This design comes from an exercise in tuning for small area, a short achievable clock period and few clock cycles per item on the open sky130 flow, not from production work. Function was checked by simulation only, so behaviour that the tests miss may differ from the original.

==> flow/design.v (excerpt) <==
module geofence (clk, reset, X, Y, R, valid, is_inside);
input clk;
input reset;
input [9:0] X;
input [9:0] Y;
input [10:0] R;
output reg valid;
output is_inside;
localparam KW = 10;        
localparam C_LAST = 5'd20;     
reg [4:0] c;
always @(posedge clk or posedge reset) begin
    if (reset) begin
        c     <= 5'd0;
        valid <= 1'b0;
    end else begin
        c     <= (c == C_LAST) ? 5'd0 : c + 5'd1;
        valid <= (c == C_LAST - 5'd1);
    end
end
reg [9:0] sx [0:5];
reg [9:0] sy [0:5];
reg [9:0] sr [0:5];
reg [KW-1:0] sk [1:5];
wire [9:0] sx0 = sx[0], sy0 = sy[0], sx5 = sx[5], sy5 = sy[5];
wire [9:0] sr1 = sr[1], sr2 = sr[2];
reg [9:0] ix, iy, ir;
always @(posedge clk) begin
    ix <= X; iy <= Y; ir <= R[9:0];
end
wire [10:0] kdxp_f = {1'b0, X} - {1'b0, sx0};
wire [9:0] kdxp_d = kdxp_f[9:0];
wire kdxp_ge = ~kdxp_f[10];
wire [10:0] kdxn_f = {1'b0, sx0} - {1'b0, X};
wire [9:0] kdxn_d = kdxn_f[9:0];
wire kdxn_ge = ~kdxn_f[10];
wire [10:0] kdyp_f = {1'b0, Y} - {1'b0, sy0};
wire [9:0] kdyp_d = kdyp_f[9:0];
wire kdyp_ge = ~kdyp_f[10];
wire [10:0] kdyn_f = {1'b0, sy0} - {1'b0, Y};
wire [9:0] kdyn_d = kdyn_f[9:0];
wire kdyn_ge = ~kdyn_f[10];
reg [9:0] idxp, idxn, idyp, idyn;
reg igx, igy, ixz, iyz;
always @(posedge clk) begin
    idxp <= kdxp_d; idxn <= kdxn_d; idyp <= kdyp_d; idyn <= kdyn_d;
    igx <= kdxp_ge; igy <= kdyp_ge;
    ixz <= (X == sx0); iyz <= (Y == sy0);
end
wire kq0 = igx & ~ixz & igy;                  
wire kq1 = (~igx | ixz) & igy & ~iyz;         
wire kq2 = ~igx & (~igy | iyz);               
wire kq3 = ~(kq0 | kq1 | kq2);                
wire [1:0] kq = {kq2 | kq3, kq1 | kq3};
  ...
make LEC_CHECK=0 ABC_AREA=1 CAP_MARGIN=20 CORE_MARGIN=2 CORE_UTILIZATION=60 CTS_BUF_LIST=sky130_fd_sc_hd__clkbuf_8 CTS_CLUSTER_SIZE=30 SLEW_MARGIN=20 finish   # period 32.0 ns
run.sh (not shown) runs the stock make flow with config.mk's settings and CLKGATE_MAP_FILE= SYNTH_SCRIPT=/design/flow/synth_recipe.tcl, a recipe that flattens the netlist after the stock synthesis.
The starting point passed the timing, DRC and antenna checks.
Testbench counts at the start, summed over its fixed seeds: cycles 8,064, objects 384.
Change:
--- a/flow/config.mk
+++ b/flow/config.mk
@@ -11,4 +11,2 @@
 export CORE_UTILIZATION = 60
-export CTS_BUF_LIST = sky130_fd_sc_hd__clkbuf_8
-export CTS_CLUSTER_SIZE = 30
 export SLEW_MARGIN = 20
=>
- non-clock buffer count stays the same
- global-route usage is about the same
- area after synthesis stays the same
- cell area is about the same
- critical path depth went up by 9
- die area is unchanged
Change:
--- a/flow/config.mk
+++ b/flow/config.mk
@@ -10,3 +10,3 @@
 export CORE_MARGIN = 2
-export CORE_UTILIZATION = 60
+export CORE_UTILIZATION = 75
 export SLEW_MARGIN = 20
Result:
- worst setup slack got worse by 0.11 ns
- die area is lower by about a fifth
- critical path depth came out higher by 23
- core utilization rises by 16 points
- final area falls slightly
- synthesized area is unchanged
- cell count goes down by a few percent
- global-route usage rose by 7.1 points
- sequential share of layout area climbs by 0.20 points
- routed wire length increases slightly
- via count goes up by a few percent

* * *

Setup of MS:
geofence, a different RTL version from the one above (not shown whole).
For scale: about 5,700 cells after synthesis, about 610 flip-flops, about 35 I/O pins, roughly 50,000 um2 of cells after synthesis.
Settings: LEC_CHECK=0, ABC_AREA=1, CAP_MARGIN=5, CORE_MARGIN=2, CORE_UTILIZATION=60, SLEW_MARGIN=5; clock period 32.0 ns.
MS finished every step from synthesis to the final layout, and the layout passed the timing, DRC and antenna checks.
Testbench counts of MS, summed over its fixed seeds: cycles 8,448, objects 384.
### MS -> PW
# MS
export LEC_CHECK = 0
export ABC_AREA = 1
export CAP_MARGIN = 5
export CORE_MARGIN = 2
export CORE_UTILIZATION = 60
export SLEW_MARGIN = 5
create_clock -name core_clock -period 32.0 [get_ports {clk}]
# PW
export LEC_CHECK = 0
export ABC_AREA = 1
export CAP_MARGIN = 20
export CORE_MARGIN = 2
export CORE_UTILIZATION = 60
export SLEW_MARGIN = 20
create_clock -name core_clock -period 32.0 [get_ports {clk}]
PW finished every step from synthesis to the final layout, and the layout passed the timing, DRC and antenna checks. Looking at MS and PW, the share of cells above drive strength 1 is a wash. Utilization: MS vs PW, no meaningful difference. Post-synthesis instance total came out exactly the same in MS and PW. Status: number of inserted filler cells in the final layout parity (PW, MS).

[static timing again, ports no longer ideal]
Ports are ideal in the flow. The routed layouts listed here were re-timed in OpenROAD.
Step 1 (the two cells are an assumption about what drives the block):
set clk [get_ports {clk}]
set_driving_cell -lib_cell sky130_fd_sc_hd__clkbuf_16 $clk
set_driving_cell -lib_cell sky130_fd_sc_hd__buf_2 [delete_from_list [all_inputs] $clk]
Step 2 moves the port delays by t, midway between the first and last clock arrival at a register: inputs arrive t later, outputs are due t later. That takes back most of the time a late clock gives input paths.
a / b / c = no drivers / after step 1 / after step 2; a / b = the first two.
run | t (ns) | setup WS [ns] | pins driven straight from the clock port
the first run of note 1 | 0.824 | 23.709 / 23.651 / 23.148 | 1
the second run of note 1 | 0.692 | 23.786 / 23.768 / 23.142 | 1
the third run of note 1 | 0.695 | 23.677 / 23.677 / 23.118 | 1
MS | 0.693 | 23.700 / 23.700 / 23.700 | 1
PW | 0.695 | 23.703 / 23.703 / 23.703 | 1
After both steps every run listed still meets setup and hold. The setup slack of the second run of note 1, which loses most, moves by -0.018 ns with the drivers and by -0.644 ns with both steps.
